This is an optimization exercise on Yosys and OpenROAD, whose aim is small area, a short achievable clock period and few clock cycles per item, not a production implementation.
The RTL was checked by simulation tests, not by an equivalence proof against the original design.
Power is estimated from default activity; no workload was simulated.

<file path="flow/standard.sh">
#!/bin/bash
# synth_recipe.tcl (not shown) runs the flow's synth.tcl, then flattens the netlist and writes it again
# the make line also repeats each setting of config.mk as NAME=value (left out here)
make -C /OpenROAD-flow-scripts/flow DESIGN_CONFIG=/design/flow/config.mk WORK_HOME=/design/flow/orfs CLKGATE_MAP_FILE= SYNTH_SCRIPT=/design/flow/synth_recipe.tcl "${@:-finish}"
</file>
<file path="flow/config.mk">
export PLATFORM = sky130hd
export DESIGN_NAME = fpadder
export DESIGN_NICKNAME = fpadder
export VERILOG_FILES = /design/flow/design.v
export SDC_FILE = /design/flow/constraint.sdc
export NUM_CORES = 4
export LEC_CHECK = 0
export ABC_AREA = 1
export CAP_MARGIN = 20
export CORE_MARGIN = 2
export CORE_UTILIZATION = 50
export CTS_BUF_LIST = sky130_fd_sc_hd__clkbuf_8
export SLEW_MARGIN = 20
export TNS_END_PERCENT = 0
</file>
<file path="flow/constraint.sdc">
create_clock -name core_clock -period 20.0 [get_ports {clock}]
set_input_delay 4.0000 -clock core_clock [delete_from_list [all_inputs] [get_ports {clock}]]
set_output_delay 4.0000 -clock core_clock [all_outputs]
set_load 0.01 [all_outputs]
</file>
<file path="flow/design.v">
module fpadder (output logic [31:0] sum, output logic ready,
                input logic [31:0] a, input logic clock, nreset);
    logic [1:0] state;
    always_ff @(posedge clock, negedge nreset)
        if (!nreset) state <= 2'b00;
        else         state <= {state[1] ^ state[0], state[1] | ~state[0]};
    assign ready = state[1] & state[0];
    logic load;
    assign load = state[1] & ~state[0];
    logic [31:0] n;
    always_ff @(posedge clock) n <= a;
    function automatic logic less(input logic [31:0] x, input logic [31:0] y);
        logic [31:0] g, p;
        g = ~x & y;
        p = ~x | y;
        for (int w = 1; w < 32; w = w * 2)
            for (int j = 0; j + w < 32; j += 2 * w) begin
                g[j + 2*w - 1] = g[j + 2*w - 1] | (p[j + 2*w - 1] & g[j + w - 1]);
                p[j + 2*w - 1] = p[j + 2*w - 1] & p[j + w - 1];
            end
        less = g[31];
    endfunction
    function automatic logic [4:0] lzc32(input logic [31:0] x);
        logic [15:0] z1, c1;
        logic [7:0]  z2;
        logic [7:0][1:0] c2;
        logic [3:0]  z3;
        logic [3:0][2:0] c3;
        logic [1:0]  z4;
        logic [1:0][3:0] c4;
        for (int i = 0; i < 16; i++) begin
            z1[i] = ~x[2*i+1] & ~x[2*i];
            c1[i] = ~x[2*i+1];
        end
        for (int i = 0; i < 8; i++) begin
            z2[i] = z1[2*i+1] & z1[2*i];
            c2[i] = z1[2*i+1] ? {1'b1, c1[2*i]} : {1'b0, c1[2*i+1]};
        end
        for (int i = 0; i < 4; i++) begin
            z3[i] = z2[2*i+1] & z2[2*i];
            c3[i] = z2[2*i+1] ? {1'b1, c2[2*i]} : {1'b0, c2[2*i+1]};
        end
        for (int i = 0; i < 2; i++) begin
            z4[i] = z3[2*i+1] & z3[2*i];
            c4[i] = z3[2*i+1] ? {1'b1, c3[2*i]} : {1'b0, c3[2*i+1]};
        end
        lzc32 = z4[1] ? {1'b1, c4[0]} : {1'b0, c4[1]};
    endfunction
    function automatic logic [24:0] add25(input logic [24:0] x, input logic [24:0] y, input logic ci);
        logic [25:0] g, p, h;
        g = {x & y, ci};
        p = {x | y, 1'b0};
        h = {x ^ y, 1'b0};
        for (int k = 0; k < 5; k++)
            for (int i = 0; i < 26; i++)
                if ((i >> k) & 1) begin
                    g[i] = g[i] | (p[i] & g[((i >> k) << k) - 1]);
                    p[i] = p[i] & p[((i >> k) << k) - 1];
                end
        add25 = h[25:1] ^ g[24:0];
    endfunction
    logic [7:0]  em, en;
    logic [22:0] fm, fn;
    logic        sm, sn;
    assign {sm, em, fm} = a;
    assign {sn, en, fn} = n;
    logic nan_m, nan_n, inf_m, inf_n, sg, ege, mbig, nan1, inf1, spec, sub;
    logic [8:0]  dmn;
    logic [7:0]  dnm, d;
    logic [23:0] bg, sml, shifted;
    logic [24:0] s1;
    logic        sign1;
    logic [7:0]  exp1;
    always_comb begin
        nan_m = (em == 8'hff) & (fm != 0);
        nan_n = (en == 8'hff) & (fn != 0);
        inf_m = (em == 8'hff) & (fm == 0);
        inf_n = (en == 8'hff) & (fn == 0);
        sg    = (sm == sn);
        nan1  = nan_m | nan_n;
        inf1  = ~nan1 & (inf_m | inf_n) & ~(inf_m & inf_n & ~sg);
        spec  = nan1 | inf1;
        sub   = ~sg & ~spec;
        dmn   = {1'b0, em} - {1'b0, en};
        dnm   = en - em;
        ege   = ~less({24'b0, em}, {24'b0, en});
        d     = ege ? dmn[7:0] : dnm;
        mbig  = ~less({1'b0, a[30:0]}, {1'b0, n[30:0]});
        bg    = spec ? 24'hffffff : mbig ? {1'b1, fm} : {1'b1, fn};
        sml   = mbig ? {1'b1, fn} : {1'b1, fm};
        shifted = ((d[7:5] != 0) | spec) ? 24'b0 : (sml >> d[4:0]);
        s1    = add25({1'b0, bg}, {1'b0, shifted} ^ {25{sub}}, sub | inf1);
        exp1  = nan1 ? 8'h00 : inf1 ? 8'hff : (ege ? em : en) + 8'd1;    
        sign1 = ~nan1 & (mbig ? sm : sn);
    end
    logic [24:0] s;
    logic [7:0]  e;      
    logic        sgn;
    always_ff @(posedge clock)
        if (load) begin
            s   <= s1;
            e   <= exp1;
            sgn <= sign1;
        end
    logic [4:0]  lz;
    logic [24:0] norm;
    logic [31:0] x0, x1, x2, x3, x4, x5;
    logic [7:0]  eo;
    logic        zero, ovf;
    always_comb begin
        lz   = lzc32({s, 7'b1000000});
        x0 = {s, 7'b0};
        x1 = lz[4] ? {x0[15:0], 16'b0} : x0;
        x2 = lz[3] ? {x1[23:0], 8'b0} : x1;
        x3 = lz[2] ? {x2[27:0], 4'b0} : x2;
        x4 = lz[1] ? {x3[29:0], 2'b0} : x3;
        x5 = lz[0] ? {x4[30:0], 1'b0} : x4;
        norm = x5[31:7];
        eo   = e - {3'b0, lz};
        zero = (s == 0) | (s[24] & (e == 8'h01) & (s[22:0] == 0));
        ovf  = s[24] & (e == 8'hff);
        if (ovf)             sum = {sgn, 8'hff, 23'h0};
        else if (zero)       sum = 32'h0;
        else                 sum = {sgn, eo, norm[23:1]};
    end
endmodule
</file>
<file path="flow/flow/run.sh">
#!/bin/bash
# Standard ORFS flow (the standard.sh, run unchanged) with these changes
# to how the layout is made, passed as make variables:
#  - ADDER_MAP_FILE= : synthesis leaves adders as plain gates for ABC to map
#    (no extraction into ripple chains of full/half adder cells);
#  - SETUP_SLACK_MARGIN : repair_timing is asked to leave a setup margin, so
#    it shortens the critical path well below the clock period;
#  - BUFFER_PORTS_ARGS : the port buffers use a plain buffer cell instead of
#    the delay cell that buffer_ports picks by default.
# All tool output goes to standard.log and ORFS's own logs under orfs/logs.
set -uo pipefail
bash standard.sh SETUP_SLACK_MARGIN=12.5 "BUFFER_PORTS_ARGS=-buffer_cell sky130_fd_sc_hd__buf_1" ADDER_MAP_FILE= finish > standard.log 2>&1
</file>
==> metrics.csv, run 1 <==
stage,metric,value,unit
floorplan,Die ar.,18100,um2
drt,vias per inst,5.55,
layout,# diodes,0,
power,Switching Fraction,47.0,%
clock_tree,TritonCTS Sinks,68,
synthesis,fraction of registers with async set/reset,2.94,%
clock_tree,Num CTS Buffers,9,
synthesis,sequential share of the synthesized area,20.1,%
layout,Layout area overhead,18.1,%
synthesis,Synth Instances,1505,
setup_path,CP max FO,5,
setup_path,CP bufs+invs,5,
power,Combinational Power Share,56.6,%
drt,Avg WL per Cell,15.9,um
synthesis,Netlist Area Pre-Place,8510,um2
sta,hold slack,0.496,ns
placement,# port buffers,66,
clock_tree,root buf cell,clkbuf_8,
floorplan,Core Rows,47,
sta,max frequency,136,MHz
synthesis,post-synth top area cell,nand2_1,
floorplan,Starting Density,51.3,%
synthesis,"count leader, synth",nand2_1,
floorplan,io pins,67,
floorplan,Die X,134,um
floorplan,DIE HEIGHT,134,um
setup_path,critical path's slowest cell,edfxtp_1,
drt,DRT Pass-1 Iters,6,
drt,Antenna Nets Post-Route,0,
sta,total negative slack,0,ns
setup_path,CP Data Required Time,16.00,ns
hold_path,Tightest Hold Check Type,flip-flop to flip-flop,
sta,Final Critical Period,7.37,ns
drt,via count,10100,
sta,final period utilization,36.8,%
global_route,vias in the first global route,8948,
setup_path,CP Cell Sequence,nor2_4 > nand3_4 > nor4_4 > inv_2 > nor2_4 > buf_6 > nand2_2 > nand2_2 > nor2_2 > o21ai_2 > nand3_2 > nand2_2 > nand3_2 > nand2_2 > a21oi_2 > inv_1 > nor2_1 > inv_1 > or2_1 > xor2_1 > nor2_1 > buf_2,
job,Max-cap violations,0,
sta,count of final setup violators,0,
global_route,largest net degree at the start of global routing,67,
setup_path,startpoint types,flip-flop,
power,maximum VDD drop,0.0398,mV
sta,Slew @ Worst Pin,0.678,ns
setup_path,Setup Crit Path Kind,flip-flop to output port,
run_status,status,"complete, no violations",
sta,Final Max Slew Viols,0,
placement,Final HPWL DP,20.8,mm
floorplan,Core Region,16600,um2
layout,Post-layout nets,1639,
global_route,antenna violations before repair,0,
setup_path,Crit path top cell by count,nand2_2,
clock_tree,Clock Tree Buf Depth,2,
sta,Worst Skew,0.0228,ns
layout,Fillers,1713,
sta,Max-slew headroom,54.6,%
power,clock share of power,19.0,%
power,Cell Int Power,357,uW
synthesis,number of enable-type register cells in the synthesized netlist,34,
power,Net Switching,316,uW
synthesis,"top cells by count, synth","446 x nand2_1, 225 x nand3_1, 159 x inv_1",
clock_tree,Clock transition at path regs,0.08,ns
drt,Remaining DRCs,0,
sta,unrepaired setup endpoints after global routing,true,
synthesis,Unique masters post-synth,57,
power,Seq pwr share,24.3,%
drt,"wirelength, routed",29.1,mm
setup_path,WP data arrival,3.36,ns
synthesis,syn avg cell area,5.65,um2
synthesis,Yosys reg bits,68,
power,Pwr Density,66.9,nW/um2
drt,drt first-iter violations,911,
power,P_leak,4.91,nW
clock_tree,clock latency (worst-skew pair),0.37,ns
setup_path,"CP delay by family, top",simple AND/OR/NAND/NOR gates,
global_route,global-route wire length before repair,44.6,mm
setup_path,CP endpoint kind,output port,
placement,placed cell count,1743,
synthesis,synthesized netlist net count,1539,
synthesis,ranking of synthesized cells by area,"nand2_1 20%, nand3_1 13%, edfxtp_1 12%",
sta,final hold vios,0,
clock_tree,H-tree Lvls,3,
clock_tree,CTS tree,yes,
clock_tree,# hold bufs at CTS,0,
synthesis,Yosys top cell area share,19.7,%
setup_path,CP max stage delay,0.46,ns
layout,Non-Filler Instances,1830,
synthesis,top flip-flop cell by instance count after synthesis,edfxtp_1,
synthesis,Ys Warns,1,
layout,layout cell share with drive strength beyond 1,17.0,%
global_route,gr usage total,30.6,%
global_route,total grt overflow,0,
placement,Final GP Congestion,1.00,
[through the flow]
stage | util [%] | cell area, um2 | total power [mW] | setup slack (ns)
after floorplan | - | 8510 | 0.441 | 13.07
after global routing | 60.6 | 10000 | 0.726 | 12.42
after detailed placement | 53.0 | 8780 | 0.505 | 11.41
after CTS | 55.9 | 9270 | 0.640 | 12.47
final | 60.6 | 10000 | 0.672 | 12.64
after global placement | 53.0 | 8780 | 0.502 | 11.47
[kinds of logic after synthesis]
| family | count (synthesis) | share of synthesized area [%] |
|---|---|---|
| buffers and inverters | 243 | 11.9 |
| flip-flops | 68 | 20.1 |
| AND/OR/NAND/NOR | 927 | 48.5 |
| multiplexers | 5 | 0.588 |
| XOR/XNOR | 35 | 3.69 |
| AO/OA/AOI/OAI | 227 | 15.3 |
[cell type report]
class / instances / area [um2] / area share [%]
repair inverters: 2 / 12.5 / 0.125
multi-input cells: 1205 / 6250 / 62.2
well taps: 220 / 275 / 2.74
flip-flops and latches: 68 / 1710 / 17.0
clock inverters: 4 / 53.8 / 0.535
clock buffers: 12 / 165 / 1.64
repair buffers: 130 / 806 / 8.02
inverters: 189 / 772 / 7.68
[repair_timing]
action / in CTS / in global routing
resized for setup: 35 / 99
endpoints found under the setup margin: 52 / 32
pin swaps: 6 / 33
gates cloned: 6 / 8
buffers inserted: 13 / 44
[worst register-to-register path: stages (launching register included)]
cell and delay (ns):
dfxtp_1 0.37, inv_2 0.08, nand4_1 0.12, nor3_1 0.39, nand4_1 0.24, nor2_1 0.14, nand3b_1 0.15, a21oi_4 0.27
nand3_2 0.12, nor2_4 0.25, clkinvlp_4 0.28, buf_6 0.19, a21oi_2 0.12, nand3_1 0.09, nand2_1 0.10, nand2_1 0.09
nand2_1 0.11, nor2_1 0.06, nor2_2 0.12, nand2_4 0.10, nand2_4 0.10, nand2_8 0.09, nand2_2 0.08, nand2_1 0.06
nand2_1 0.07, nand2_1 0.05
[state kept, by name (all words and copies together) (netlist names)]
name and cells:
n 32, s 25, e 8, state 2, sgn 1
[final timing paths]
kind	slack [ns]	cells after the start	to	startpoint
max	12.64	22	sum[30]	s[16]
min	0.50	1	state[1]	state[1]
max reg2reg	15.90	25	s[20]	n[15]
min reg2reg	0.50	1	state[1]	state[1]
max in group asynchronous	16.49	1	state[1]	nreset
min in group asynchronous	3.40	1	state[0]	nreset
[power by group through the flow]
stage | Clock [mW] | Combinational (mW) | Sequential (mW)
4_1_cts | 0.131 | 0.346 | 0.163
3_5_place_dp | 0 | 0.338 | 0.166
5_1_grt | 0.136 | 0.426 | 0.164
6_report | 0.128 | 0.381 | 0.163
2_1_floorplan | 0 | 0.276 | 0.165
3_3_place_gp | 0 | 0.336 | 0.166
[cells in the final DEF (no fill, tap or decap), types with 16 or more instances in the layout]
master	netlist	final
nand2_2	31	41
a21oi_1	52	47
xnor2_1	20	20
o21ai_0	106	105
inv_2	28	34
nand3_1	225	216
edfxtp_1	34	34
nand4_1	17	17
dfxtp_1	32	32
inv_1	159	144
nor2_1	142	129
buf_4	6	55
buf_1	4	54
nand2_4	6	16
nand2_1	446	431
[routing by layer]
layer	global-route usage [%]	up-vias	routed length, um
met4	13.3	0	1360
met5	0	-	0
met3	4.20	80	2080
li1	-	5141	-
met2	50.9	385	13200
met1	39.8	4542	12500
Testbench counts, summed over its fixed seeds: cycles 9,600, items 3,200.
==> inputs of run 2 (changes only) <==
--- a/flow/flow/run.sh
+++ b/flow/flow/run.sh
@@ -10,3 +10,3 @@
 # All tool output goes to standard.log and ORFS's own logs under orfs/logs.
 set -uo pipefail
-bash standard.sh SETUP_SLACK_MARGIN=12.5 "BUFFER_PORTS_ARGS=-buffer_cell sky130_fd_sc_hd__buf_1" ADDER_MAP_FILE= finish > standard.log 2>&1
+bash standard.sh SETUP_SLACK_MARGIN=12.75 "BUFFER_PORTS_ARGS=-buffer_cell sky130_fd_sc_hd__buf_1" ADDER_MAP_FILE= finish > standard.log 2>&1
==> run 2 against run 1 <==
Critical endpoint unchanged. Highest routed layer unchanged. Critical path depth did not move. Critical path type unchanged. Clock power barely moved. Cell count rose by 0.77%.
==> metrics.csv, run 2 <==
stage,metric,value,unit,change
run_status,status,"complete, no violations",,
drt,Avg WL per Cell,16.0,um,+0.42%
setup_path,R2R Setup Slk,15.90,ns,about the same
sta,final period utilization,36.8,%,about the same
clock_tree,root buf cell,clkbuf_8,,
global_route,antenna violations before repair,0,,unchanged
setup_path,WP data arrival,3.36,ns,about the same
sta,count of final setup violators,0,,unchanged
layout,# diodes,0,,unchanged
synthesis,post-synth top area cell,nand2_1,,
layout,Reg with most FFs,n,,
hold_path,worst hold endpoint,state[1],,
clock_tree,clock latency (worst-skew pair),0.38,ns,about the same
drt,WL met3,2.11,mm,+1.5%
global_route,vias in the first global route,8948,,unchanged
synthesis,fraction of registers with async set/reset,2.94,%,unchanged
layout,leading registers by flop count,"n: 32 flops, s: 25 flops, e: 8 flops",,
synthesis,"top cells by count, synth","446 x nand2_1, 225 x nand3_1, 159 x inv_1",,
setup_path,reg-to-reg critical path endpoint,s[20],,
sta,max frequency,136,MHz,about the same
synthesis,syn avg cell area,5.65,um2,unchanged
setup_path,r2r startpoint,n[15],,
clock_tree,CTS tree,yes,,
drt,Remaining DRCs,0,,unchanged
synthesis,sequential share of the synthesized area,20.1,%,unchanged
sta,Max-slew headroom,54.3,%,-0.31 points
clock_tree,TritonCTS Sinks,68,,unchanged
synthesis,number of enable-type register cells in the synthesized netlist,34,,unchanged
layout,Post-layout nets,1653,,+0.85%
layout,Register Area,1710,um2,unchanged
layout,Layout area overhead,20.4,%,
clock_tree,H-tree Lvls,3,,unchanged
clock_tree,Clock Tree Buf Depth,2,,unchanged
layout,fin util,61.8,%,+1.2 points
drt,"wirelength, routed",29.4,mm,+1.2%
global_route,total grt overflow,0,,unchanged
sta,final hold vios,0,,unchanged
placement,# port buffers,66,,unchanged
drt,DRT Pass-1 Iters,6,,unchanged
layout,max reg flops,32,,unchanged
layout,Final Instance Area,10200,um2,+1.9%
sta,unrepaired setup endpoints after global routing,true,,
floorplan,io pins,67,,unchanged
sta,Final Critical Period,7.36,ns,-0.00110 ns
layout,Fillers,1696,,-0.99%
layout,Multi-input gate area,6350,um2,+1.5%
power,P_leak,5.01,nW,+1.9%
clock_tree,# hold bufs at CTS,0,,unchanged
floorplan,Die X,134,um,unchanged
global_route,global-route wire length before repair,44.6,mm,unchanged
placement,Final GP Congestion,1.00,,unchanged
hold_path,worst hold start,state[1],,
setup_path,CP max FO,5,,unchanged
drt,uppermost layer routed,met4,,
layout,layout cell share with drive strength beyond 1,18.5,%,+1.5 points
sta,setup ws final,12.64,ns,+0.00110 ns
synthesis,Yosys top cell area share,19.7,%,unchanged
power,Pwr Density,66.4,nW/um2,-0.77%
setup_path,startpoint types,flip-flop,,
drt,drt first-iter violations,1035,,+14%
sta,Final Max Slew Viols,0,,unchanged
drt,Antenna Nets Post-Route,0,,unchanged
layout,most frequent cells in the layout,"427 x nand2_1, 216 x nand3_1, 144 x inv_1",,
setup_path,R2R cell count,27,,+8.0%
drt,met1 wire length,12.6,mm,+1.3%
synthesis,ranking of synthesized cells by area,"nand2_1 20%, nand3_1 13%, edfxtp_1 12%",,
power,maximum VDD drop,0.0416,mV,+4.5%
setup_path,Setup Crit Path Kind,flip-flop to output port,,
floorplan,Die ar.,18100,um2,unchanged
synthesis,Unique masters post-synth,57,,unchanged
hold_path,Tightest Hold Check Type,flip-flop to flip-flop,,
floorplan,Starting Density,51.3,%,unchanged
drt,vias per inst,5.57,,+0.43%
setup_path,CP endpoint kind,output port,,
layout,"commonest non-fill, non-tap cell in the layout",nand2_1,,
placement,DP Worst Slack,11.41,ns,unchanged
floorplan,DIE HEIGHT,134,um,unchanged
setup_path,CP Data Required Time,16.00,ns,about the same
hold_path,depth of the worst hold-timing path,1,,unchanged
placement,placed instance area,8780,um2,unchanged
drt,metal2 WL,13.4,mm,+1.2%
global_route,largest net degree at the start of global routing,67,,unchanged
synthesis,synthesized netlist net count,1539,,unchanged
sta,Slew @ Worst Pin,0.682,ns,+0.00455 ns
synthesis,Ys Warns,1,,unchanged
drt,via count,10300,,+1.2%
clock_tree,Clock transition at path regs,0.08,ns,about the same
sta,Worst Skew,0.0257,ns,+0.00291 ns
synthesis,top flip-flop cell by instance count after synthesis,edfxtp_1,,
sta,total negative slack,0,ns,unchanged
placement,Final HPWL DP,20.8,mm,unchanged
global_route,gr usage total,30.6,%,unchanged
synthesis,Synth Instances,1505,,unchanged
floorplan,Core Region,16600,um2,unchanged
job,Max-cap violations,0,,unchanged
synthesis,"count leader, synth",nand2_1,,
synthesis,Yosys reg bits,68,,unchanged
synthesis,Netlist Area Pre-Place,8510,um2,unchanged
floorplan,Core Rows,47,,unchanged
clock_tree,Num CTS Buffers,9,,unchanged
## run 2: cell counts after synthesis
No cell type changed its count.
## run 2: cell type report
| cell class | count | share of cell area [%] |
|---|---|---|
| multi-input combinational | 1206 | 62.0 |
| clock inverter | 4 | 0.525 |
| sequential | 68 | 16.7 |
| tap | 220 | 2.69 |
| timing repair inverter | 2 | 0.122 |
| timing repair buffer | 143 | 8.82 |
| clock buffer | 12 | 1.61 |
| inverter | 189 | 7.57 |
## run 2: repair_timing
item                                    in CTS  in global routing
endpoints found under the setup margin      56                 51
setup buffers                               13                 57
pin swaps                                    6                 41
cloned                                       6                  9
gates resized for setup                     35                122
## run 2: worst max-delay path, cell delays in order, from the launching register on
cell and delay (ns):
edfxtp_1 0.46, nor2_4 0.17, nand3_4 0.10, nor4_4 0.31, inv_2 0.10, nor2_4 0.19
buf_6 0.14, nand2_2 0.09, nand2_4 0.12, nor2_4 0.05, o21ai_2 0.18, nand3_2 0.11
nand2_2 0.09, nand3_2 0.07, nand2_2 0.08, a21oi_2 0.05, inv_1 0.06, nor2_1 0.04
inv_1 0.08, or2_1 0.14, xor2_1 0.14, nor2_1 0.05, buf_2 0.16
## run 2: metal layers
metal / vias to the layer above / GRT usage, %
met5: - / 0
li1: 5164 / -
met2: 443 / 50.9
met3: 77 / 4.20
met4: 0 / 13.3
met1: 4586 / 39.8
## run 2: through the flow
step,hold WS [ns],std cells,power [mW]
after floorplan,0.460,1505,0.441
after global placement,0.487,1743,0.502
after detailed placement,0.488,1743,0.505
after CTS,0.502,1778,0.640
after global routing,0.526,1844,0.734
final,0.496,1844,0.680
## run 2: worst max-delay path by stage
stage	start	endpoint	slack, ns
floorplan	s[24]	sum[30]	13.07
global placement	a[22]	s[23]	11.47
detailed placement	a[23]	s[20]	11.41
CTS	s[22]	sum[30]	12.47
global route	s[16]	sum[30]	12.41
finish	s[16]	sum[30]	12.64
## run 2: cells by family after synthesis
kind of cell	synth area share [%]
muxes	0.588
AOI/OAI and AO/OA	15.3
and+or+nand+nor	48.5
buffers and inverters	11.9
xor gates and xnor gates	3.69
DFF	20.1
## run 2: report_power, final
group	switching [mW]	total, mW	internal, mW	leakage, nW
combinational	0.256	0.389	0.133	4.29
clock	0.0595	0.128	0.0686	0.114
sequential	0.00365	0.163	0.160	0.598
==> inputs of run 3 (changes only) <==
--- a/flow/flow/run.sh
+++ b/flow/flow/run.sh
@@ -10,3 +10,3 @@
 # All tool output goes to standard.log and ORFS's own logs under orfs/logs.
 set -uo pipefail
-bash standard.sh SETUP_SLACK_MARGIN=12.75 "BUFFER_PORTS_ARGS=-buffer_cell sky130_fd_sc_hd__buf_1" ADDER_MAP_FILE= finish > standard.log 2>&1
+bash standard.sh SETUP_SLACK_MARGIN=12.0 "BUFFER_PORTS_ARGS=-buffer_cell sky130_fd_sc_hd__buf_1" ADDER_MAP_FILE= finish > standard.log 2>&1
==> run 3 against run 2 <==
Setup slack got worse by 0.30 ns. Critical path depth rose by 8. Clock power barely moved. Clock skew rose by 0.0011 ns. Sequential power barely moved. Register-to-register slack got worse by 0.27 ns. Synthesized cell count did not move. Utilization fell by 5.7 points.
==> metrics.csv, run 3 <==
stage,metric,value,unit,change
global_route,global-route wire length before repair,43.3,mm,-3.0%
placement,Final GP Congestion,1.00,,unchanged
drt,Remaining DRCs,0,,unchanged
clock_tree,# hold bufs at CTS,0,,unchanged
setup_path,CP max stage delay,0.27,ns,-0.19 ns
setup_path,r2r startpoint,n[15],,
synthesis,syn avg cell area,5.65,um2,unchanged
setup_path,WP data arrival,7.78,ns,+4.42 ns
floorplan,Die X,134,um,unchanged
floorplan,Starting Density,51.3,%,unchanged
sta,final hold vios,0,,unchanged
clock_tree,root buf cell,clkbuf_8,,
setup_path,crit path from,a[24],,
drt,met1 wire length,12.0,mm,-4.8%
power,maximum VDD drop,0.0399,mV,-4.2%
synthesis,synthesized netlist net count,1539,,unchanged
layout,layout cell share with drive strength beyond 1,10.5,%,-8.0 points
layout,Layout area overhead,9.37,%,
layout,Post-layout nets,1587,,-4.0%
synthesis,"top cells by count, synth","446 x nand2_1, 225 x nand3_1, 159 x inv_1",,
sta,max frequency,131,MHz,-3.9%
synthesis,Synth Instances,1505,,unchanged
hold_path,Tightest Hold Check Type,flip-flop to flip-flop,,
setup_path,CP Data Required Time,20.12,ns,+4.12 ns
setup_path,Crit path top cell by count,nand2_1,,
synthesis,Yosys reg bits,68,,unchanged
synthesis,ranking of synthesized cells by area,"nand2_1 20%, nand3_1 13%, edfxtp_1 12%",,
global_route,total grt overflow,0,,unchanged
synthesis,sequential share of the synthesized area,20.1,%,unchanged
floorplan,Core Region,16600,um2,unchanged
sta,Final Critical Period,7.66,ns,+0.297 ns
sta,Final Max Slew Viols,0,,unchanged
clock_tree,H-tree Lvls,3,,unchanged
placement,placed instance area,8780,um2,unchanged
clock_tree,Num CTS Buffers,9,,unchanged
placement,# port buffers,66,,unchanged
sta,unrepaired setup endpoints after global routing,true,,
synthesis,Netlist Area Pre-Place,8510,um2,unchanged
sta,Max-slew headroom,53.9,%,-0.38 points
drt,via count,9737,,-5.2%
layout,Reg with most FFs,n,,
power,P_leak,4.57,nW,-8.7%
drt,drt first-iter violations,832,,-20%
setup_path,critical path's slowest cell,nor2_2,,
sta,final period utilization,38.3,%,+1.5 points
synthesis,post-synth top area cell,nand2_1,,
setup_path,CP endpoint kind,flip-flop,,
power,Pwr Density,68.7,nW/um2,+3.4%
hold_path,worst hold start,state[1],,
drt,Avg WL per Cell,15.3,um,-4.5%
drt,uppermost layer routed,met4,,
global_route,largest net degree at the start of global routing,67,,unchanged
clock_tree,CTS tree,yes,,
drt,metal2 WL,12.3,mm,-8.2%
setup_path,Setup Crit Path Kind,primary input to flip-flop,,
sta,total negative slack,0,ns,unchanged
global_route,gr usage total,29.6,%,-1.0 points
floorplan,Die ar.,18100,um2,unchanged
power,Total Power,639,uW,-6.1%
layout,Final Instance Area,9310,um2,-9.2%
drt,DRT Pass-1 Iters,6,,unchanged
synthesis,Yosys top cell area share,19.7,%,unchanged
synthesis,fraction of registers with async set/reset,2.94,%,unchanged
job,Max-cap violations,0,,unchanged
drt,Antenna Nets Post-Route,0,,unchanged
layout,# diodes,0,,unchanged
placement,Final HPWL DP,20.8,mm,unchanged
floorplan,Core Rows,47,,unchanged
setup_path,CP max FO,22,,+17
floorplan,io pins,67,,unchanged
global_route,antenna violations before repair,0,,unchanged
layout,leading registers by flop count,"n: 32 flops, s: 25 flops, e: 8 flops",,
synthesis,top flip-flop cell by instance count after synthesis,edfxtp_1,,
drt,"wirelength, routed",27.1,mm,-7.9%
clock_tree,Clock transition at path regs,0.08,ns,about the same
sta,count of final setup violators,0,,unchanged
drt,vias per inst,5.48,,-1.7%
global_route,vias in the first global route,8752,,-2.2%
run_status,status,"complete, no violations",,
synthesis,number of enable-type register cells in the synthesized netlist,34,,unchanged
clock_tree,clock latency (worst-skew pair),0.38,ns,about the same
synthesis,Unique masters post-synth,57,,unchanged
layout,"commonest non-fill, non-tap cell in the layout",nand2_1,,
clock_tree,Clock Tree Buf Depth,2,,unchanged
setup_path,startpoint types,primary input,,
layout,max reg flops,32,,unchanged
synthesis,"count leader, synth",nand2_1,,
sta,Slew @ Worst Pin,0.688,ns,+0.00570 ns
drt,WL met3,1.73,mm,-18%
sta,Worst Skew,0.0268,ns,+0.00112 ns
layout,most frequent cells in the layout,"442 x nand2_1, 224 x nand3_1, 155 x inv_1",,
floorplan,DIE HEIGHT,134,um,unchanged
synthesis,Ys Warns,1,,unchanged
clock_tree,TritonCTS Sinks,68,,unchanged
==> run 3: cell counts after synthesis <==
No cell type changed its count.
==> run 3: kinds of logic (layout without fill, tap and decap cells) <==
| logic type | after synthesis | after routing | synth area share, % |
|---|---|---|---|
| simple gates | 927 | 931 | 48.5 |
| buf+inv | 243 | 292 | 11.9 |
| compound gates | 227 | 227 | 15.3 |
| flops | 68 | 68 | 20.1 |
| xor+xnor | 35 | 35 | 3.69 |
| mux | 5 | 5 | 0.588 |
==> run 3: path summary, 6_finish.rpt <==
| check | slack, ns | depth (start not counted) | to |
|---|---|---|---|
| max | 12.34 | 30 | s[20] |
| min | 0.50 | 1 | state[1] |
| max reg2reg | 15.63 | 23 | s[22] |
| min reg2reg | 0.50 | 1 | state[1] |
| max in group asynchronous | 16.48 | 1 | state[0] |
| min in group asynchronous | 3.40 | 1 | state[1] |
==> run 3: layer usage <==
| layer | vias up | GRT usage [%] |
|---|---|---|
| met2 | 336 | 49.3 |
| met5 | - | 0 |
| li1 | 5013 | - |
| met4 | 0 | 12.6 |
| met3 | 57 | 4.04 |
| met1 | 4331 | 38.5 |
==> run 3: critical path: cells and delay by family <==
kind,cells,cell delay (ns)
AOI/OAI and AO/OA,4,0.63
buffers and inverters,7,0.94
and+or+nand+nor,19,2.18
==> run 3: final cells by class <==
type                            count  area (um2)
Clock buffer                       12         165
Clock inverter                      4        53.8
Fill cell                        1790        7280
Inverter                          189         734
Multi-Input combinational cell   1198        5960
Sequential cell                    68        1710
Tap cell                          220         275
Timing Repair Buffer               84         387
Timing Repair inverter              3        20.0
==> run 3: metrics by stage <==
step	hold WS, ns	worst slack [ns]	utilization, %	instances
3_3_place_gp	0.487	11.47	53.0	1743
4_1_cts	0.502	11.88	54.6	1762
3_5_place_dp	0.488	11.41	53.0	1743
6_report	0.497	12.34	56.1	1778
2_1_floorplan	0.460	13.07	-	1505
5_1_grt	0.526	11.99	56.1	1778
==> run 3: repair_timing <==
action	4_1_cts	5_1_grt
buffers inserted	2	10
gates cloned	1	6
pin swaps	1	5
endpoints found under the setup margin	42	28
resized for setup	7	32
==> run 3: power breakdown <==
part / switching, mW / internal [mW] / total [mW] / leakage [nW]
sequential: 0.00350 / 0.160 / 0.163 / 0.598
clock: 0.0591 / 0.0686 / 0.128 / 0.114
combinational: 0.236 / 0.112 / 0.348 / 3.86
==> inputs of run 4 (changes only) <==
--- a/flow/config.mk
+++ b/flow/config.mk
@@ -11,4 +11,6 @@
 export CORE_UTILIZATION = 50
 export CTS_BUF_LIST = sky130_fd_sc_hd__clkbuf_8
+export GPL_ROUTABILITY_DRIVEN = 0
+export PLACE_DENSITY = 0.8
 export SLEW_MARGIN = 20
 export TNS_END_PERCENT = 0
==> run 4 against run 3 <==
Still clean on timing, DRC and antenna. Area after synthesis did not move. Critical path depth down 14. Sequential cell count did not move. Sequential power is essentially flat. Global-route usage decreased by 3.3 points. Non-clock buffer count stayed put. Fmax is 0.54% lower. Die area unchanged. Cell count is the same. Power decreased by 4.2%. Count of clock-buffer cells in the layout decreased by 3. Critical path type is now flip-flop to output port.
==> metrics.csv, run 4 <==
stage,metric,value,unit,change
clock_tree,clock latency (worst-skew pair),0.38,ns,about the same
power,Seq pwr share,26.7,%,+1.1 points
power,Pwr Density,66.6,nW/um2,-3.0%
drt,Avg WL per Cell,13.8,um,-9.5%
layout,Non-Filler Instances,1778,,unchanged
synthesis,Unique masters post-synth,57,,unchanged
clock_tree,root buf cell,clkbuf_8,,
layout,layout cell share with drive strength beyond 1,9.88,%,-0.58 points
drt,"wirelength, routed",24.6,mm,-9.5%
power,Combinational Power Share,56.3,%,+1.8 points
layout,# diodes,0,,unchanged
synthesis,Yosys reg bits,68,,unchanged
synthesis,"top cells by count, synth","446 x nand2_1, 225 x nand3_1, 159 x inv_1",,
drt,Antenna Nets Post-Route,0,,unchanged
power,P_leak,4.54,nW,-0.73%
synthesis,"count leader, synth",nand2_1,,
floorplan,Core Rows,47,,unchanged
floorplan,DIE HEIGHT,134,um,unchanged
synthesis,Netlist Area Pre-Place,8510,um2,unchanged
sta,Worst Skew,0.0172,ns,-0.00958 ns
global_route,antenna violations before repair,0,,unchanged
sta,count of final setup violators,0,,unchanged
power,Switching Fraction,48.3,%,+1.7 points
clock_tree,Clock Tree Buf Depth,2,,unchanged
layout,Multi-input gate area,5910,um2,-0.80%
power,Cell Int Power,316,uW,-7.3%
placement,placed cell count,1741,,-0.11%
synthesis,fraction of registers with async set/reset,2.94,%,unchanged
placement,# port buffers,66,,unchanged
setup_path,CP max FO,8,,-64%
global_route,largest net degree at the start of global routing,67,,unchanged
power,clock share of power,17.1,%,-2.9 points
setup_path,startpoint types,flip-flop,,
synthesis,number of enable-type register cells in the synthesized netlist,34,,unchanged
sta,Final Max Slew Viols,0,,unchanged
global_route,global-route wire length before repair,39.3,mm,-9.2%
synthesis,syn avg cell area,5.65,um2,unchanged
global_route,gr usage total,26.3,%,-3.3 points
floorplan,Core Region,16600,um2,unchanged
layout,"commonest non-fill, non-tap cell in the layout",nand2_1,,
hold_path,worst hold start,state[1],,
synthesis,top flip-flop cell by instance count after synthesis,edfxtp_1,,
drt,Remaining DRCs,0,,unchanged
sta,Max-slew headroom,48.5,%,-5.4 points
layout,leading registers by flop count,"n: 32 flops, s: 25 flops, e: 8 flops",,
run_status,status,"complete, no violations",,
placement,Final HPWL DP,18.4,mm,-12%
drt,drt first-iter violations,1119,,+34%
power,Net Switching,296,uW,-0.77%
synthesis,synthesized netlist net count,1539,,unchanged
clock_tree,TritonCTS Sinks,68,,unchanged
sta,final hold vios,0,,unchanged
drt,DRT Pass-1 Iters,6,,unchanged
drt,vias per inst,5.55,,+1.3%
floorplan,Starting Density,51.3,%,unchanged
synthesis,post-synth top area cell,nand2_1,,
setup_path,WP data arrival,3.70,ns,-4.08 ns
global_route,vias in the first global route,8579,,-2.0%
setup_path,crit path from,s[24],,
synthesis,ranking of synthesized cells by area,"nand2_1 20%, nand3_1 13%, edfxtp_1 12%",,
global_route,total grt overflow,0,,unchanged
floorplan,Die X,134,um,unchanged
drt,via count,9866,,+1.3%
synthesis,Synth Instances,1505,,unchanged
clock_tree,Num CTS Buffers,9,,unchanged
layout,Fillers,1689,,-5.6%
synthesis,Yosys top cell area share,19.7,%,unchanged
floorplan,Die ar.,18100,um2,unchanged
sta,unrepaired setup endpoints after global routing,true,,
power,maximum VDD drop,0.0389,mV,-2.5%
hold_path,Tightest Hold Check Type,flip-flop to flip-flop,,
clock_tree,H-tree Lvls,3,,unchanged
layout,most frequent cells in the layout,"443 x nand2_1, 224 x nand3_1, 158 x inv_1",,
synthesis,sequential share of the synthesized area,20.1,%,unchanged
layout,Layout area overhead,7.99,%,
floorplan,io pins,67,,unchanged
sta,final period utilization,38.5,%,+0.21 points
clock_tree,Clock transition at path regs,0.08,ns,about the same
setup_path,Setup Crit Path Kind,flip-flop to output port,,
setup_path,r2r startpoint,n[10],,
job,Max-cap violations,0,,unchanged
synthesis,Ys Warns,1,,unchanged
layout,Register Area,1710,um2,unchanged
sta,max frequency,130,MHz,-0.54%
layout,max reg flops,32,,unchanged
power,Total Power,612,uW,-4.2%
layout,Post-layout nets,1587,,unchanged
sta,Final Critical Period,7.70,ns,+0.0413 ns
layout,Reg with most FFs,n,,
sta,Slew @ Worst Pin,0.772,ns,+0.0841 ns
setup_path,CP endpoint kind,output port,,
setup_path,CP Data Required Time,16.00,ns,-4.12 ns
clock_tree,CTS tree,yes,,
sta,total negative slack,0,ns,unchanged
[run 4: power by group through the flow]
| stage | Sequential, mW | Clock [mW] | Combinational, mW |
|---|---|---|---|
| 6_report | 0.163 | 0.104 | 0.344 |
| 5_1_grt | 0.164 | 0.110 | 0.388 |
| 4_1_cts | 0.163 | 0.106 | 0.334 |
| 3_5_place_dp | 0.166 | 0 | 0.333 |
| 3_3_place_gp | 0.166 | 0 | 0.323 |
| 2_1_floorplan | 0.165 | 0 | 0.276 |
[run 4: final cells by class]
cell class / count / share of cell area, %
multi-input cells: 1198 / 64.3
repair buffers: 84 / 4.17
repair inverters: 3 / 0.191
clock inverters: 7 / 0.477
flip-flops and latches: 68 / 18.6
clock buffers: 9 / 1.35
well taps: 220 / 3.00
inverters: 189 / 7.86
[run 4: path summary, 6_finish.rpt]
path / endpoint / slack (ns) / depth (start not counted)
worst min register to register: state[1] / 0.50 / 1
worst max register to register: s[17] / 15.60 / 26
worst max-delay path: sum[30] / 12.30 / 16
worst min-delay path: state[1] / 0.50 / 1
min in group asynchronous: state[1] / 3.38 / 1
max in group asynchronous: state[0] / 16.49 / 1
[run 4: kinds of logic after synthesis]
group                  count (synthesis)  synth area share [%]
buffers and inverters                243                  11.9
AND/OR/NAND/NOR                      927                  48.5
multiplexers                           5                 0.588
AO/OA/AOI/OAI                        227                  15.3
XOR/XNOR                              35                  3.69
flip-flops                            68                  20.1
[run 4: critical path, stage by stage (launching register included)]
cell and delay, ns:
edfxtp_1 0.44, nor2_2 0.23, nand2_2 0.15, nor2_4 0.21
inv_1 0.15, a21oi_1 0.63, inv_1 0.32, nand2_1 0.18
nand2_1 0.09, a21oi_1 0.12, inv_1 0.06, nor2_1 0.08
inv_1 0.06, or2_1 0.23, xor2_1 0.14, nor2_1 0.08
buf_1 0.15
[run 4: through the flow]
step / cell area [um2] / setup WS [ns] / hold WS, ns / util, %
5_1_grt: 9190 / 11.94 / 0.521 / 55.4
2_1_floorplan: 8510 / 13.07 / 0.460 / -
4_1_cts: 8980 / 11.88 / 0.499 / 54.1
6_report: 9190 / 12.30 / 0.500 / 55.4
3_3_place_gp: 8770 / 11.54 / 0.475 / 52.9
3_5_place_dp: 8770 / 11.32 / 0.484 / 52.9
[run 4: repair_timing]
item                                    4_1_cts  5_1_grt
endpoints found under the setup margin       42       44
cloned                                        1        6
buffers inserted                              0       14
hold buffers                                  0        0
pin swaps                                     0        5
gates resized for setup                       9       16
[run 4: routing by layer]
| metal | track usage, % | vias up | part of all wire (%) |
|---|---|---|---|
| li1 | - | 5011 | - |
| met1 | 33.3 | 4390 | 43 |
| met2 | 43.5 | 385 | 46 |
| met3 | 4.31 | 80 | 6.9 |
| met4 | 12.9 | 0 | 4.4 |
| met5 | 0 | - | 0 |
==> inputs of run 5 (changes only) <==
--- a/flow/flow/run.sh
+++ b/flow/flow/run.sh
@@ -10,3 +10,3 @@
 # All tool output goes to standard.log and ORFS's own logs under orfs/logs.
 set -uo pipefail
-bash standard.sh SETUP_SLACK_MARGIN=12.0 "BUFFER_PORTS_ARGS=-buffer_cell sky130_fd_sc_hd__buf_1" ADDER_MAP_FILE= finish > standard.log 2>&1
+bash standard.sh SETUP_SLACK_MARGIN=12.25 "BUFFER_PORTS_ARGS=-buffer_cell sky130_fd_sc_hd__buf_1" ADDER_MAP_FILE= finish > standard.log 2>&1
--- a/flow/config.mk
+++ b/flow/config.mk
@@ -11,5 +11,4 @@
 export CORE_UTILIZATION = 50
 export CTS_BUF_LIST = sky130_fd_sc_hd__clkbuf_8
-export GPL_ROUTABILITY_DRIVEN = 0
 export PLACE_DENSITY = 0.8
 export SLEW_MARGIN = 20
==> run 5 against run 4 <==
Synthesized cell count unchanged. Count of clock-buffer cells in the layout unchanged. Global-route usage increased by 1.7 points. Utilization increased by 1.6 points. Area after synthesis unchanged. Critical path type unchanged. Fmax increased by 2.3%. Non-clock buffer count increased by 16. Critical endpoint unchanged. Cell count increased by 1.0%. First-iteration DRC count decreased by 39%. Wire length increased by 5.1%. Sequential cell count unchanged.
==> metrics.csv, run 5 <==
stage,metric,value,unit,change
layout,Final Instance Area,9460,um2,+2.9%
power,Total Power,627,uW,+2.5%
hold_path,Tightest Hold Check Type,flip-flop to flip-flop,,
placement,Final GP Congestion,1.02,,
clock_tree,H-tree Lvls,3,,unchanged
layout,Reg with most FFs,n,,
setup_path,WP data arrival,3.53,ns,-0.17 ns
setup_path,startpoint types,flip-flop,,
drt,via count,9960,,+0.95%
synthesis,"count leader, synth",nand2_1,,
synthesis,post-synth top area cell,nand2_1,,
setup_path,R2R Setup Slk,15.72,ns,+0.12 ns
clock_tree,Clock transition at path regs,0.08,ns,about the same
global_route,gr usage total,28.0,%,+1.7 points
drt,DRT Pass-1 Iters,7,,+1
synthesis,"top cells by count, synth","446 x nand2_1, 225 x nand3_1, 159 x inv_1",,
drt,Antenna Nets Post-Route,0,,unchanged
clock_tree,# hold bufs at CTS,0,,unchanged
setup_path,CP Data Required Time,16.00,ns,about the same
layout,# diodes,0,,unchanged
clock_tree,root buf cell,clkbuf_8,,
sta,max frequency,133,MHz,+2.3%
synthesis,Ys Warns,1,,unchanged
synthesis,synthesized netlist net count,1539,,unchanged
synthesis,Yosys reg bits,68,,unchanged
sta,setup ws final,12.47,ns,+0.174 ns
clock_tree,clock latency (worst-skew pair),0.39,ns,about the same
clock_tree,Clock Tree Buf Depth,2,,unchanged
sta,final period utilization,37.6,%,-0.87 points
floorplan,DIE HEIGHT,134,um,unchanged
layout,Post-layout nets,1605,,+1.1%
drt,vias per inst,5.55,,about the same
power,Pwr Density,66.3,nW/um2,-0.48%
setup_path,CP bufs+invs,6,,+1
setup_path,"CP delay by family, top",simple AND/OR/NAND/NOR gates,,
drt,"wirelength, routed",25.8,mm,+5.1%
setup_path,critical path's slowest cell,edfxtp_1,,
placement,placed cell count,1742,,+0.057%
floorplan,Core Rows,47,,unchanged
drt,drt first-iter violations,681,,-39%
layout,most frequent cells in the layout,"440 x nand2_1, 224 x nand3_1, 155 x inv_1",,
run_status,status,"complete, no violations",,
sta,Max-slew headroom,33.3,%,-15 points
setup_path,CP Cell Sequence,inv_1 > nand3_2 > nor4_4 > inv_2 > nor2_4 > nand2_4 > nand2_8 > clkinvlp_4 > nand2_1 > nand2_1 > o21ai_2 > nand3_1 > nand2_1 > nand3_1 > nand2_2 > a21oi_1 > inv_1 > nor2_1 > inv_1 > or2_1 > xor2_1 > nor2_1 > buf_2,,
synthesis,sequential share of the synthesized area,20.1,%,unchanged
clock_tree,Num CTS Buffers,9,,unchanged
synthesis,syn avg cell area,5.65,um2,unchanged
synthesis,ranking of synthesized cells by area,"nand2_1 20%, nand3_1 13%, edfxtp_1 12%",,
setup_path,Setup Crit Path Kind,flip-flop to output port,,
placement,placed instance area,8770,um2,about the same
synthesis,fraction of registers with async set/reset,2.94,%,unchanged
placement,# port buffers,66,,unchanged
synthesis,Yosys top cell area share,19.7,%,unchanged
setup_path,instance count on the critical path,23,,+7
sta,Slew @ Worst Pin,0.993,ns,+0.221 ns
placement,DP Worst Slack,11.44,ns,+0.122 ns
setup_path,r2r startpoint,n[13],,
sta,final hold vios,0,,unchanged
floorplan,Die ar.,18100,um2,unchanged
setup_path,reg-to-reg critical path endpoint,s[19],,
layout,Fillers,1687,,-0.12%
layout,fin util,57.0,%,+1.6 points
sta,Final Max Slew Viols,0,,unchanged
layout,layout cell share with drive strength beyond 1,12.0,%,+2.1 points
setup_path,worst setup path endpoint,sum[30],,
setup_path,CP endpoint kind,output port,,
power,maximum VDD drop,0.0418,mV,+7.5%
setup_path,R2R cell count,23,,-12%
layout,leading registers by flop count,"n: 32 flops, s: 25 flops, e: 8 flops",,
synthesis,number of enable-type register cells in the synthesized netlist,34,,unchanged
clock_tree,TritonCTS Sinks,68,,unchanged
sta,hold slack,0.491,ns,-0.00866 ns
global_route,total grt overflow,0,,unchanged
sta,Worst Skew,0.0151,ns,-0.00207 ns
layout,Non-Filler Instances,1796,,+1.0%
global_route,global-route wire length before repair,41.5,mm,+5.7%
sta,total negative slack,0,ns,unchanged
layout,max reg flops,32,,unchanged
setup_path,crit path from,s[14],,
synthesis,top flip-flop cell by instance count after synthesis,edfxtp_1,,
floorplan,Die X,134,um,unchanged
placement,Final HPWL DP,19.5,mm,+5.7%
job,Max-cap violations,0,,unchanged
synthesis,Synth Instances,1505,,unchanged
power,P_leak,4.66,nW,+2.6%
drt,Remaining DRCs,0,,unchanged
layout,Layout area overhead,11.2,%,
floorplan,io pins,67,,unchanged
synthesis,Netlist Area Pre-Place,8510,um2,unchanged
global_route,vias in the first global route,8745,,+1.9%
synthesis,Unique masters post-synth,57,,unchanged
global_route,largest net degree at the start of global routing,67,,unchanged
floorplan,Core Region,16600,um2,unchanged
setup_path,CP max FO,7,,-1
sta,unrepaired setup endpoints after global routing,true,,
clock_tree,CTS tree,yes,,
sta,Final Critical Period,7.53,ns,-0.174 ns
global_route,antenna violations before repair,0,,unchanged
sta,count of final setup violators,0,,unchanged
setup_path,CP max stage delay,0.42,ns,-0.21 ns
layout,"commonest non-fill, non-tap cell in the layout",nand2_1,,
floorplan,Starting Density,51.3,%,unchanged
drt,Avg WL per Cell,14.4,um,+4.0%
run 5: changes by cell type in the layout (fill, tap and decap cells not counted), moves of 3 or more:
cell	delta
buf_4	+14
inv_1	-3
nor2_1	-4
nand2_1	-3
nand2_4	+4
run 5: where the power goes:
group	total, mW	internal [mW]	switching [mW]
sequential	0.163	0.160	0.00341
combinational	0.348	0.113	0.235
clock	0.116	0.0571	0.0589
run 5: repair_timing:
action	in CTS	in global routing
pin swaps	4	8
endpoints found under the setup margin	51	40
gates resized for setup	16	40
cloned	3	6
setup buffers	6	23
run 5: layout make-up:
| type | instances | area (um2) | area share (%) |
|---|---|---|---|
| Sequential cell | 68 | 1710 | 18.1 |
| Clock inverter | 7 | 67.6 | 0.714 |
| Timing Repair Buffer | 100 | 513 | 5.42 |
| Clock buffer | 9 | 124 | 1.31 |
| Multi-Input combinational cell | 1201 | 6010 | 63.6 |
| Inverter | 189 | 743 | 7.86 |
| Tap cell | 220 | 275 | 2.91 |
| Timing Repair inverter | 2 | 12.5 | 0.132 |
run 5: worst reg2reg max path, stage by stage (launching register included):
cell and delay, ns:
dfxtp_1 0.35, inv_1 0.10, nand4_1 0.10, nor3_1 0.45, nand4_1 0.28, nor2_1 0.15, nand3b_1 0.10, a21oi_1 0.14
buf_4 0.26, inv_1 0.19, nor2_1 0.16, buf_6 0.26, clkinvlp_4 0.32, nand2_1 0.15, nand2_1 0.07, or2_1 0.24
nand2_1 0.07, nand2_1 0.05, nand2_1 0.14, a21oi_4 0.10, nand2_8 0.12, nand2_2 0.07, nand3_1 0.10, nand2_1 0.07
run 5: layer usage:
| metal | part of all wire, % | routed length [um] | global-route usage, % |
|---|---|---|---|
| met1 | 42 | 10900 | 35.0 |
| met2 | 47 | 12100 | 47.8 |
| met3 | 5.6 | 1450 | 3.21 |
| met4 | 5.1 | 1310 | 14.3 |
| met5 | 0 | 0 | 0 |
run 5: how the worst min path moves through the flow:
stage,start,end,cells after the start
after floorplan,state[1],state[1],1
after global placement,state[1],state[1],1
after detailed placement,state[1],state[1],1
after CTS,state[1],state[1],1
after global routing,state[1],state[1],1
final,state[1],state[1],1
run 5: cell families (layout without fill, tap and decap cells):
kind of cell              after synthesis  in the layout  share of synthesized area [%]
muxes                                   5              5                          0.588
and+or+nand+nor                       927            934                           48.5
buffers and inverters                 243            307                           11.9
xor gates and xnor gates               35             35                           3.69
DFF                                    68             68                           20.1
AOI/OAI and AO/OA                     227            227                           15.3
==> inputs of run 6 (changes only) <==
--- a/flow/config.mk
+++ b/flow/config.mk
@@ -11,5 +11,4 @@
 export CORE_UTILIZATION = 50
 export CTS_BUF_LIST = sky130_fd_sc_hd__clkbuf_8
-export PLACE_DENSITY = 0.8
 export SLEW_MARGIN = 20
 export TNS_END_PERCENT = 0
==> run 6 against run 5 <==
Still clean. Fmax increased by 0.35%. Power increased by 3.3%. Worst hold slack better by 0.0061 ns. Count of clock-buffer cells in the layout rose by 3. Wire length is 7.9% higher. Via count down 0.29%. Combinational power increased by 3%. Cell count is essentially flat. Sequential cell count unchanged. Critical path depth is 2 lower.
==> metrics.csv, run 6 <==
stage,metric,value,unit,change
clock_tree,Clock transition at path regs,0.08,ns,about the same
synthesis,synthesized netlist net count,1539,,unchanged
setup_path,Setup Crit Path Kind,flip-flop to output port,,
sta,setup ws final,12.50,ns,+0.0262 ns
setup_path,CP max stage delay,0.47,ns,+0.05 ns
power,P_leak,4.69,nW,+0.63%
global_route,total grt overflow,0,,unchanged
run_status,status,"complete, no violations",,
power,Switching Fraction,46.8,%,-0.63 points
drt,"wirelength, routed",27.8,mm,+7.9%
synthesis,sequential share of the synthesized area,20.1,%,unchanged
setup_path,startpoint types,flip-flop,,
setup_path,CP Cell Sequence,nor2_1 > inv_1 > nor3_1 > nand2_1 > o221ai_1 > nand2_1 > nand2_4 > nor2_2 > o21ai_1 > nand3_1 > nand2_1 > nand3_1 > nand2_1 > a21oi_1 > inv_1 > nor2_1 > inv_1 > or2_1 > xor2_1 > nor2_1 > buf_1,,
synthesis,Unique masters post-synth,57,,unchanged
sta,max frequency,133,MHz,+0.35%
sta,Final Critical Period,7.50,ns,-0.0262 ns
sta,count of final setup violators,0,,unchanged
synthesis,ranking of synthesized cells by area,"nand2_1 20%, nand3_1 13%, edfxtp_1 12%",,
setup_path,critical path's slowest cell,edfxtp_1,,
floorplan,Core Rows,47,,unchanged
synthesis,Netlist Area Pre-Place,8510,um2,unchanged
synthesis,"top cells by count, synth","446 x nand2_1, 225 x nand3_1, 159 x inv_1",,
setup_path,WP data arrival,3.50,ns,-0.03 ns
placement,Final HPWL DP,20.8,mm,+6.9%
synthesis,Yosys reg bits,68,,unchanged
placement,DP Worst Slack,11.41,ns,-0.0327 ns
clock_tree,CTS tree,yes,,
power,Net Switching,303,uW,+1.9%
placement,Final GP Congestion,1.00,,-1.7%
power,Combinational Power Share,55.1,%,-0.4 points
sta,Worst Skew,0.0235,ns,+0.00834 ns
layout,layout cell share with drive strength beyond 1,12.3,%,+0.31 points
power,clock share of power,19.7,%,+1.2 points
sta,Max-slew headroom,52.9,%,+20 points
layout,max reg flops,32,,unchanged
layout,Layout area overhead,12.2,%,
floorplan,Die ar.,18100,um2,unchanged
synthesis,Ys Warns,1,,unchanged
setup_path,CP max FO,5,,-2
global_route,largest net degree at the start of global routing,67,,unchanged
drt,Remaining DRCs,0,,unchanged
layout,leading registers by flop count,"n: 32 flops, s: 25 flops, e: 8 flops",,
synthesis,fraction of registers with async set/reset,2.94,%,unchanged
setup_path,CP bufs+invs,4,,-2
drt,Antenna Nets Post-Route,0,,unchanged
clock_tree,root buf cell,clkbuf_8,,
clock_tree,TritonCTS Sinks,68,,unchanged
layout,"commonest non-fill, non-tap cell in the layout",nand2_1,,
clock_tree,H-tree Lvls,3,,unchanged
sta,final period utilization,37.5,%,-0.13 points
sta,hold slack,0.497,ns,+0.00608 ns
sta,Final Max Slew Viols,0,,unchanged
global_route,global-route wire length before repair,44.1,mm,+6.1%
global_route,antenna violations before repair,0,,unchanged
synthesis,syn avg cell area,5.65,um2,unchanged
synthesis,Yosys top cell area share,19.7,%,unchanged
drt,drt first-iter violations,850,,+25%
synthesis,Synth Instances,1505,,unchanged
layout,Non-Filler Instances,1797,,+0.056%
global_route,gr usage total,30.2,%,+2.2 points
drt,DRT Pass-1 Iters,6,,-1
job,Max-cap violations,0,,unchanged
layout,most frequent cells in the layout,"442 x nand2_1, 223 x nand3_1, 153 x inv_1",,
layout,Reg with most FFs,n,,
layout,Post-layout nets,1606,,+0.062%
placement,# port buffers,66,,unchanged
setup_path,"CP delay by family, top",simple AND/OR/NAND/NOR gates,,
synthesis,post-synth top area cell,nand2_1,,
sta,unrepaired setup endpoints after global routing,true,,
sta,final hold vios,0,,unchanged
power,Pwr Density,67.8,nW/um2,+2.3%
drt,vias per inst,5.53,,-0.35%
setup_path,CP endpoint kind,output port,,
power,Seq pwr share,25.2,%,-0.8 points
drt,via count,9931,,-0.29%
power,maximum VDD drop,0.0398,mV,-4.9%
clock_tree,clock latency (worst-skew pair),0.37,ns,-0.02 ns
floorplan,Die X,134,um,unchanged
floorplan,io pins,67,,unchanged
synthesis,number of enable-type register cells in the synthesized netlist,34,,unchanged
placement,placed cell count,1743,,+0.057%
floorplan,Core Region,16600,um2,unchanged
drt,Avg WL per Cell,15.5,um,+7.8%
hold_path,Tightest Hold Check Type,flip-flop to flip-flop,,
sta,Slew @ Worst Pin,0.702,ns,-0.291 ns
synthesis,top flip-flop cell by instance count after synthesis,edfxtp_1,,
layout,# diodes,0,,unchanged
floorplan,Starting Density,51.3,%,unchanged
synthesis,"count leader, synth",nand2_1,,
clock_tree,Clock Tree Buf Depth,2,,unchanged
clock_tree,Num CTS Buffers,9,,unchanged
setup_path,CP Data Required Time,16.00,ns,about the same
power,Total Power,648,uW,+3.3%
floorplan,DIE HEIGHT,134,um,unchanged
power,Cell Int Power,345,uW,+4.5%
sta,total negative slack,0,ns,unchanged
setup_path,Crit path top cell by count,nand2_1,,
global_route,vias in the first global route,8889,,+1.6%
run 6: final timing paths:
| kind | start | to | slack [ns] | cells past startpoint |
|---|---|---|---|---|
| worst max-delay path | s[3] | sum[30] | 12.50 | 21 |
| worst min-delay path | state[1] | state[1] | 0.50 | 1 |
| worst max register to register | n[15] | s[20] | 15.78 | 25 |
| worst min register to register | state[1] | state[1] | 0.50 | 1 |
| max in group asynchronous | nreset | state[0] | 16.48 | 1 |
| min in group asynchronous | nreset | state[1] | 3.40 | 1 |
run 6: stage by stage:
stage	util, %	cell area, um2
CTS	55.2	9160
global route	57.6	9550
global placement	53.0	8780
floorplan	-	8510
finish	57.6	9550
detailed placement	53.0	8780
run 6: power groups by stage:
| stage | logic [mW] | clock network [mW] | registers, mW |
|---|---|---|---|
| 3_3_place_gp | 0.336 | 0 | 0.166 |
| 4_1_cts | 0.341 | 0.131 | 0.163 |
| 2_1_floorplan | 0.276 | 0 | 0.165 |
| 3_5_place_dp | 0.338 | 0 | 0.166 |
| 6_report | 0.357 | 0.127 | 0.163 |
| 5_1_grt | 0.404 | 0.136 | 0.164 |
run 6: cell families (layout without fill, tap and decap cells):
| family | count (synthesis) | after routing | synth area share [%] |
|---|---|---|---|
| simple gates | 927 | 933 | 48.5 |
| buf+inv | 243 | 309 | 11.9 |
| compound gates | 227 | 227 | 15.3 |
| flops | 68 | 68 | 20.1 |
| xor+xnor | 35 | 35 | 3.69 |
| mux | 5 | 5 | 0.588 |
run 6: layout make-up:
type / instances / area, um2
Tap cell: 220 / 275
Timing Repair inverter: 3 / 20.0
Clock inverter: 4 / 53.8
Fill cell: 1774 / 7040
Multi-Input combinational cell: 1200 / 6040
Inverter: 189 / 751
Clock buffer: 12 / 165
Sequential cell: 68 / 1710
Timing Repair Buffer: 101 / 528
run 6: timing repair:
action                     CTS  global route
hold buffers                 0             0
cloned                       5             5
pin swaps                    4             8
setup endpoints to repair   51            26
buffers inserted             5            23
gates resized for setup     20            44
run 6: layer usage:
layer	GRT usage, %	wire length (um)
met5	0	0
met4	13.5	1260
met3	4.08	2000
met2	50.2	12500
met1	39.2	12000
==> inputs of run 7 (changes only) <==
--- a/flow/config.mk
+++ b/flow/config.mk
@@ -11,4 +11,5 @@
 export CORE_UTILIZATION = 50
 export CTS_BUF_LIST = sky130_fd_sc_hd__clkbuf_8
+export GPL_ROUTABILITY_DRIVEN = 0
 export SLEW_MARGIN = 20
 export TNS_END_PERCENT = 0
==> run 7 against run 6 <==
Still clean on timing, DRC and antenna. Non-clock buffer count fell by 4. Clock skew rose by 0.0033 ns. Wire length about the same. Clock power is essentially flat. Design area shrank 0.22%. Critical path depth is 1 higher. Fmax hardly changed. Cell count is 0.28% lower. Utilization is 0.13 points lower. Critical path type unchanged. Critical endpoint unchanged. Largest cell class unchanged.
==> metrics.csv, run 7 <==
stage,metric,value,unit,change
synthesis,Ys Warns,1,,unchanged
layout,Final Instance Area,9530,um2,-0.22%
placement,placed cell count,1741,,-0.11%
global_route,GR Util met1,39.0,%,-0.21 points
sta,final hold vios,0,,unchanged
floorplan,Starting Density,51.3,%,unchanged
floorplan,Core Rows,47,,unchanged
layout,Non-Filler Instances,1792,,-0.28%
synthesis,top flip-flop cell by instance count after synthesis,edfxtp_1,,
synthesis,synthesized netlist net count,1539,,unchanged
setup_path,WP data arrival,3.49,ns,about the same
layout,max reg flops,32,,unchanged
hold_path,worst hold start,state[1],,
sta,count of final setup violators,0,,unchanged
global_route,vias in the first global route,8777,,-1.3%
setup_path,CP max FO,15,,+10
synthesis,"top cells by count, synth","446 x nand2_1, 225 x nand3_1, 159 x inv_1",,
global_route,GR Util met3,4.01,%,-0.076 points
synthesis,ranking of synthesized cells by area,"nand2_1 20%, nand3_1 13%, edfxtp_1 12%",,
sta,unrepaired setup endpoints after global routing,true,,
drt,via count,9995,,+0.64%
job,Max-cap violations,0,,unchanged
synthesis,sequential share of the synthesized area,20.1,%,unchanged
power,Cell Int Power,335,uW,-2.9%
floorplan,io pins,67,,unchanged
layout,Register Area,1710,um2,unchanged
power,Seq pwr share,25.2,%,about the same
power,Total Power,647,uW,-0.15%
drt,Avg WL per Cell,15.5,um,+0.35%
floorplan,Core Region,16600,um2,unchanged
global_route,gr usage total,30.0,%,-0.27 points
setup_path,Setup Crit Path Kind,flip-flop to output port,,
synthesis,Unique masters post-synth,57,,unchanged
hold_path,Tightest Hold Check Type,flip-flop to flip-flop,,
clock_tree,Num CTS Buffers,9,,unchanged
clock_tree,H-tree Lvls,3,,unchanged
drt,Remaining DRCs,0,,unchanged
drt,drt first-iter violations,879,,+3.4%
power,Pwr Density,67.9,nW/um2,about the same
global_route,antenna violations before repair,0,,unchanged
setup_path,Crit path top cell by count,nand2_1,,
layout,Fillers,1752,,-1.2%
synthesis,number of enable-type register cells in the synthesized netlist,34,,unchanged
layout,Reg with most FFs,n,,
floorplan,Die ar.,18100,um2,unchanged
setup_path,startpoint types,flip-flop,,
clock_tree,# hold bufs at CTS,0,,unchanged
hold_path,depth of the worst hold-timing path,1,,unchanged
setup_path,critical path's slowest cell,edfxtp_1,,
setup_path,CP endpoint kind,output port,,
power,Switching Fraction,48.2,%,+1.4 points
synthesis,fraction of registers with async set/reset,2.94,%,unchanged
layout,leading registers by flop count,"n: 32 flops, s: 25 flops, e: 8 flops",,
power,Combinational Power Share,55.3,%,+0.2 points
setup_path,CP Data Required Time,16.00,ns,about the same
setup_path,reg-to-reg critical path endpoint,s[22],,
sta,Final Max Slew Viols,0,,unchanged
drt,Antenna Nets Post-Route,0,,unchanged
floorplan,Die X,134,um,unchanged
drt,DRT Pass-1 Iters,8,,+2
sta,Worst Skew,0.0268,ns,+0.00328 ns
drt,vias per inst,5.58,,+0.93%
setup_path,r2r startpoint,n[13],,
clock_tree,TritonCTS Sinks,68,,unchanged
synthesis,post-synth top area cell,nand2_1,,
setup_path,R2R Setup Slk,15.75,ns,-0.03 ns
global_route,global-route wire length before repair,43.5,mm,-1.3%
floorplan,DIE HEIGHT,134,um,unchanged
layout,Layout area overhead,12.0,%,
clock_tree,CTS tree,yes,,
sta,total negative slack,0,ns,unchanged
clock_tree,Clock transition at path regs,0.09,ns,about the same
power,P_leak,4.65,nW,-0.73%
clock_tree,Clock Tree Buf Depth,2,,unchanged
global_route,GR Layer Usage met2,49.5,%,-0.71 points
layout,Multi-input gate area,6060,um2,+0.25%
synthesis,Yosys reg bits,68,,unchanged
power,clock share of power,19.5,%,-0.2 points
synthesis,syn avg cell area,5.65,um2,unchanged
setup_path,R2R cell count,26,,+4.0%
synthesis,Yosys top cell area share,19.7,%,unchanged
power,maximum VDD drop,0.0435,mV,+9.5%
sta,Max-slew headroom,55.5,%,+2.6 points
power,Net Switching,312,uW,+2.9%
synthesis,Synth Instances,1505,,unchanged
setup_path,CP Cell Sequence,nor2_4 > nand2_1 > nor2_4 > buf_4 > a21oi_1 > nand2_4 > clkinvlp_4 > nand2_1 > nand2_1 > o21ai_1 > nand3_1 > nand2_1 > nand3_1 > nand2_1 > a21oi_1 > inv_1 > nor2_1 > inv_1 > or2_1 > xor2_1 > nor2_1 > clkbuf_2,,
layout,# diodes,0,,unchanged
layout,"commonest non-fill, non-tap cell in the layout",nand2_1,,
synthesis,Netlist Area Pre-Place,8510,um2,unchanged
global_route,largest net degree at the start of global routing,67,,unchanged
clock_tree,root buf cell,clkbuf_8,,
sta,Slew @ Worst Pin,0.664,ns,-0.0383 ns
layout,most frequent cells in the layout,"441 x nand2_1, 223 x nand3_1, 152 x inv_1",,
placement,placed instance area,8770,um2,-0.17%
layout,layout cell share with drive strength beyond 1,12.3,%,+0.039 points
run_status,status,"complete, no violations",,
hold_path,worst hold endpoint,state[1],,
synthesis,"count leader, synth",nand2_1,,
sta,final period utilization,37.5,%,about the same
sta,Final Critical Period,7.49,ns,-0.00710 ns
sta,setup ws final,12.51,ns,+0.00710 ns
setup_path,CP max stage delay,0.44,ns,-0.03 ns
placement,Final HPWL DP,20.7,mm,-0.65%
global_route,total grt overflow,0,,unchanged
placement,# port buffers,66,,unchanged
placement,DP Worst Slack,11.09,ns,-0.317 ns
layout,Post-layout nets,1601,,-0.31%
clock_tree,clock latency (worst-skew pair),0.39,ns,+0.02 ns
drt,"wirelength, routed",27.8,mm,about the same
global_route,GRT Max-Usage Layer,met2,,
sta,max frequency,133,MHz,about the same
## run 7: cell types whose count changed in the layout (fill, tap and decap cells not counted), moves of 3 or more
cell,delta
clkbuf_8,-3
inv_2,+3
inv_4,-3
buf_4,-4
## run 7: layout make-up
type / count / area share (%)
sequential: 68 / 18.0
clock buffer: 9 / 1.30
tap: 220 / 2.89
timing repair inverter: 2 / 0.131
multi-input combinational: 1200 / 63.6
clock inverter: 7 / 0.854
inverter: 189 / 7.87
timing repair buffer: 97 / 5.40
## run 7: per-stage QoR
| stage | util (%) | hold WS [ns] |
|---|---|---|
| floorplan | - | 0.460 |
| global placement | 52.9 | 0.489 |
| detailed placement | 52.9 | 0.495 |
| CTS | 55.2 | 0.510 |
| global route | 57.4 | 0.535 |
| finish | 57.4 | 0.501 |
## run 7: worst max-delay path: cells and delay by family, from the launching register on
family / cells / cell delay, ns
buf+inv: 5 / 0.58
simple gates: 13 / 1.33
compound gates: 3 / 0.63
xor+xnor: 1 / 0.14
flops: 1 / 0.44
## run 7: power groups by stage
| stage | combinational (mW) | clock, mW | sequential, mW |
|---|---|---|---|
| floorplan | 0.276 | 0 | 0.165 |
| global placement | 0.336 | 0 | 0.166 |
| detailed placement | 0.339 | 0 | 0.166 |
| CTS | 0.343 | 0.129 | 0.163 |
| global route | 0.402 | 0.135 | 0.164 |
| finish | 0.357 | 0.126 | 0.163 |
## run 7: cell families (layout without fill, tap and decap cells)
| logic type | count (synthesis) | in the layout | synth area share, % |
|---|---|---|---|
| mux | 5 | 5 | 0.588 |
| xor+xnor | 35 | 35 | 3.69 |
| buf+inv | 243 | 304 | 11.9 |
| compound gates | 227 | 227 | 15.3 |
| flops | 68 | 68 | 20.1 |
| simple gates | 927 | 933 | 48.5 |
## run 7: worst max-delay path by stage
stage               start       to  slack, ns  cells past startpoint
floorplan           s[24]  sum[30]      13.07                     21
global placement    s[19]  sum[30]      11.42                     23
detailed placement  s[24]  sum[30]      11.09                     23
CTS                 s[14]  sum[30]      12.24                     22
global route        a[30]    s[22]      12.24                     32
finish              s[24]  sum[30]      12.51                     22
## run 7: layer usage
| layer | vias up | share of wire [%] |
|---|---|---|
| met4 | 0 | 4.5 |
| met1 | 4491 | 44 |
| li1 | 5057 | - |
| met3 | 74 | 6.3 |
| met5 | - | 0 |
| met2 | 373 | 45 |
## run 7: timing repair
action,in CTS,in global routing
cloned,5,4
setup endpoints to repair,50,35
resized for setup,20,48
setup buffers,6,20
pin swaps,5,8

==> separate check: timing with driven ports <==
How much do the figures lean on ideal ports? The routed layouts below were timed once more, with nothing changed but the port constraints. Step 1, drivers: a clkbuf_16 drives clock and a buf_2 each remaining input, both assumed. Step 2 also shifts input and output timing later by t, the mid clock arrival at the registers, as if the neighbouring blocks saw the same clock. a / b / c = ideal ports / drivers / drivers and shift; a / b = the first two.
| run | t, ns | slack for setup (ns) |
|---|---|---|
| run 1 | 0.401 | 12.635 / 12.594 / 12.373 |
| run 2 | 0.404 | 12.636 / 12.595 / 12.373 |
| run 3 | 0.404 | 12.339 / 12.308 / 11.939 |
| run 4 | 0.412 | 12.298 / 12.262 / 11.960 |
| run 5 | 0.420 | 12.472 / 12.430 / 12.106 |
| run 6 | 0.402 | 12.498 / 12.456 / 12.126 |
| run 7 | 0.420 | 12.505 / 12.464 / 12.147 |
After both steps setup and hold are still met in every run listed.
